Source: an optimization exercise on an open RTL-to-GDS flow (aim: small area). Production flows keep margins and buffers that such runs may drop.
Only simulation tests tie the RTL to the original design; equivalence was not proved.

==> build 83: inputs <==
==> flow/design.v (excerpt) <==
module PWMC(
        sys_clk,             
        sys_resetb,          
        SCL,
        SDA,
        sda_in,
        scl_in,
        short_i_0,
        open_i_0,
        overheat_0,
        overvoltage_0,
        undervoltage_0,
        short_i_1,
        open_i_1,
        overheat_1,
        overvoltage_1,
        undervoltage_1,
        short_i_2,
        open_i_2,
        overheat_2,
        overvoltage_2,
        undervoltage_2,
        short_i_3,
        open_i_3,
        overheat_3,
        overvoltage_3,
        undervoltage_3,                
        DATA_Brightness_o,
        CTS,
        pwm_o
        );
parameter ROW = 5'd0;                           
parameter COLUMN = 3'b1;                        
input               sys_clk;
input               sys_resetb;
output              SCL;
output              SDA;
input               sda_in;
input               scl_in;
input    [5:0]           short_i_0;
input    [5:0]           open_i_0;
input                    overheat_0;
input                    overvoltage_0;
input                    undervoltage_0;
input    [5:0]           short_i_1;
input    [5:0]           open_i_1;
input                    overheat_1;
input                    overvoltage_1;
input                    undervoltage_1;
input    [5:0]           short_i_2;
input    [5:0]           open_i_2;
input                    overheat_2;
input                    overvoltage_2;
input                    undervoltage_2;
input    [5:0]           short_i_3;
input    [5:0]           open_i_3;
input                    overheat_3;
input                    overvoltage_3;
input                    undervoltage_3;
  ...
==> flow/config.mk <==
export PLATFORM = sky130hd
export DESIGN_NAME = PWMC
export DESIGN_NICKNAME = PWMC
export VERILOG_FILES = /design/flow/design.v
export SDC_FILE = /design/flow/constraint.sdc
export NUM_CORES = 4
export LEC_CHECK = 0
export ABC_AREA = 1
export CAP_MARGIN = 20
export CORE_MARGIN = 2
export CORE_UTILIZATION = 60
export CTS_BUF_LIST = sky130_fd_sc_hd__clkbuf_8
export CTS_CLUSTER_DIAMETER = 40
export CTS_CLUSTER_SIZE = 16
export PLACE_DENSITY = 0.7
export SLEW_MARGIN = 20
==> flow/constraint.sdc <==
create_clock -name core_clock -period 10.0 [get_ports {sys_clk}]
set_input_delay 2.0000 -clock core_clock [delete_from_list [all_inputs] [get_ports {sys_clk}]]
set_output_delay 2.0000 -clock core_clock [all_outputs]
set_load 0.01 [all_outputs]
standard.sh (not shown) runs the stock make flow with config.mk's settings and CLKGATE_MAP_FILE= SYNTH_SCRIPT=/design/flow/synth_recipe.tcl, a recipe that flattens the netlist after the stock synthesis.
==> flow/flow/run.sh <==
#!/bin/bash
# The standard layout (standard.sh, with config.mk's settings) with two
# changes passed to the ORFS scripts through their own variables:
#  - the port buffers use the smallest buffer cell (sky130_fd_sc_hd__buf_1);
#  - clock tree synthesis inserts no dummy loads.
# standard.sh's full output (make and every ORFS step) goes to standard_flow.log
# here; ORFS keeps each step's own log under orfs/logs/.
set -euo pipefail
export BUFFER_PORTS_ARGS="-buffer_cell sky130_fd_sc_hd__buf_1"
export CTS_ARGS="-sink_clustering_enable -repair_clock_nets -buf_list sky130_fd_sc_hd__clkbuf_8 -sink_clustering_size 16 -sink_clustering_max_diameter 40 -dont_use_dummy_load"
bash standard.sh > standard_flow.log 2>&1
==> build 40 (differences from build 83) <==
--- a/flow/flow/run.sh
+++ b/flow/flow/run.sh
@@ -7,5 +7,5 @@
 # here; ORFS keeps each step's own log under orfs/logs/.
 set -euo pipefail
 export BUFFER_PORTS_ARGS="-buffer_cell sky130_fd_sc_hd__buf_1"
-export CTS_ARGS="-sink_clustering_enable -repair_clock_nets -buf_list sky130_fd_sc_hd__clkbuf_8 -sink_clustering_size 16 -sink_clustering_max_diameter 40 -dont_use_dummy_load"
+export CTS_ARGS="-sink_clustering_enable -repair_clock_nets -buf_list sky130_fd_sc_hd__clkbuf_8 -sink_clustering_size 12 -sink_clustering_max_diameter 60 -dont_use_dummy_load"
 bash standard.sh > standard_flow.log 2>&1
==> trial 71 (differences from build 83) <==
--- a/flow/flow/run.sh
+++ b/flow/flow/run.sh
@@ -7,5 +7,5 @@
 # here; ORFS keeps each step's own log under orfs/logs/.
 set -euo pipefail
 export BUFFER_PORTS_ARGS="-buffer_cell sky130_fd_sc_hd__buf_1"
-export CTS_ARGS="-sink_clustering_enable -repair_clock_nets -buf_list sky130_fd_sc_hd__clkbuf_8 -sink_clustering_size 16 -sink_clustering_max_diameter 40 -dont_use_dummy_load"
+export CTS_ARGS="-sink_clustering_enable -repair_clock_nets -buf_list sky130_fd_sc_hd__clkbuf_8 -sink_clustering_size 12 -sink_clustering_max_diameter 80 -dont_use_dummy_load"
 bash standard.sh > standard_flow.log 2>&1
--- a/flow/config.mk
+++ b/flow/config.mk
@@ -10,7 +10,7 @@
 export CORE_MARGIN = 2
 export CORE_UTILIZATION = 60
 export CTS_BUF_LIST = sky130_fd_sc_hd__clkbuf_8
-export CTS_CLUSTER_DIAMETER = 40
-export CTS_CLUSTER_SIZE = 16
+export CTS_CLUSTER_DIAMETER = 80
+export CTS_CLUSTER_SIZE = 12
 export PLACE_DENSITY = 0.7
 export SLEW_MARGIN = 20
==> trial 68 (differences from build 83) <==
==> flow/run.sh (new file) <==
#!/bin/bash
# synth_recipe.tcl (not shown) runs the flow's synth.tcl, then flattens the netlist and writes it again
# the make line also repeats each setting of config.mk as NAME=value (left out here)
make -C /OpenROAD-flow-scripts/flow DESIGN_CONFIG=/design/flow/config.mk WORK_HOME=/design/flow/orfs CLKGATE_MAP_FILE= SYNTH_SCRIPT=/design/flow/synth_recipe.tcl finish
removed: flow/flow/run.sh
removed: flow/standard.sh
==> results.yml <==
drt:
  vias_per_cell: 6.90
  routedWlPerCell_um: 31.3
  drtIter0Drc: 11794
setup_path:
  endpoint: "IDU.DATA_linear0[5]"
clocking:
  numCtsBuffers: 103
sta:
  fin_crit_ns: 7.80
  slew_headroom_pct: 13.0
  skew_ns: 0.0692
  fmax_mhz: 128
cells_and_area:
  final_util_pct: 64.5
  layout_common_cells: "nand2_1, dfrtp_1, inv_1, nor2_1, o21ai_0"
  seqCellArea_sq_um: 27600
status:
  outcome: "no timing/DRC/antenna violations"
(the above is from trial 71)
==> results.yml <==
drt:
  routedWlPerCell_um: 31.1
  vias_per_cell: 6.87
cells_and_area:
  seqCellArea_sq_um: 27600
  final_util_pct: 64.6
  layout_common_cells: "nand2_1, dfrtp_1, inv_1, nor2_1, o21ai_0"
sta:
  fmax_mhz: 129
  skew_ns: 0.0921
  fin_crit_ns: 7.76
clocking:
  numCtsBuffers: 112
status:
  outcome: "no timing/DRC/antenna violations"
setup_path:
  endpoint: "IDU.DATA_linear1[0]"
(the above is from build 40)
==> results.yml <==
status:
  outcome: "no timing/DRC/antenna violations"
drt:
  routedWlPerCell_um: 31.6
  drtIter0Drc: 12433
  vias_per_cell: 6.98
sta:
  skew_ns: 0.0544
  fmax_mhz: 116
cells_and_area:
  layout_common_cells: "nand2_1, dfrtp_1, inv_1, nor2_1, o21ai_0"
(the above is from trial 68)
==> results.yml <==
clocking:
  numCtsBuffers: 154
sta:
  fmax_mhz: 127
  skew_ns: 0.0875
  fin_crit_ns: 7.85
  slew_headroom_pct: 15.5
cells_and_area:
  layout_common_cells: "nand2_1, dfrtp_1, inv_1, nor2_1, o21ai_0"
  final_util_pct: 65.3
drt:
  vias_per_cell: 6.91
  routedWlPerCell_um: 31.1
  drtIter0Drc: 11966
status:
  outcome: "no timing/DRC/antenna violations"
setup_path:
  endpoint: "IDU.DATA_linear0[5]"
(the above is from build 83)

re-timing with driven ports:
In the flow no input, the clock included, has a driving cell. The finished layouts below were timed again as built, in two steps.
Step 1 assumes that a clkbuf_16 drives the clock port and a buf_2 every other input.
Step 2 also shifts input and output timing later by t, the mid clock arrival at the registers, as if the neighbouring blocks saw the same clock.
Three values: no drivers, after step 1, after step 2; two values: the first two.
run	shift t [ns]	slack for setup (ns)	worst setup path at the end	latest minus earliest clock arrival (ns)
build 83	0.947	2.154 / 2.154 / 2.154	register to register	0.089 / 0.090
build 40	0.952	2.244 / 2.244 / 2.244	register to register	0.092 / 0.092
trial 71	0.931	2.204 / 2.204 / 2.204	register to register	0.070 / 0.070
trial 68	0.986	1.358 / 1.358 / 1.358	register to register	0.068 / 0.069
After both steps every run listed still meets setup and hold.
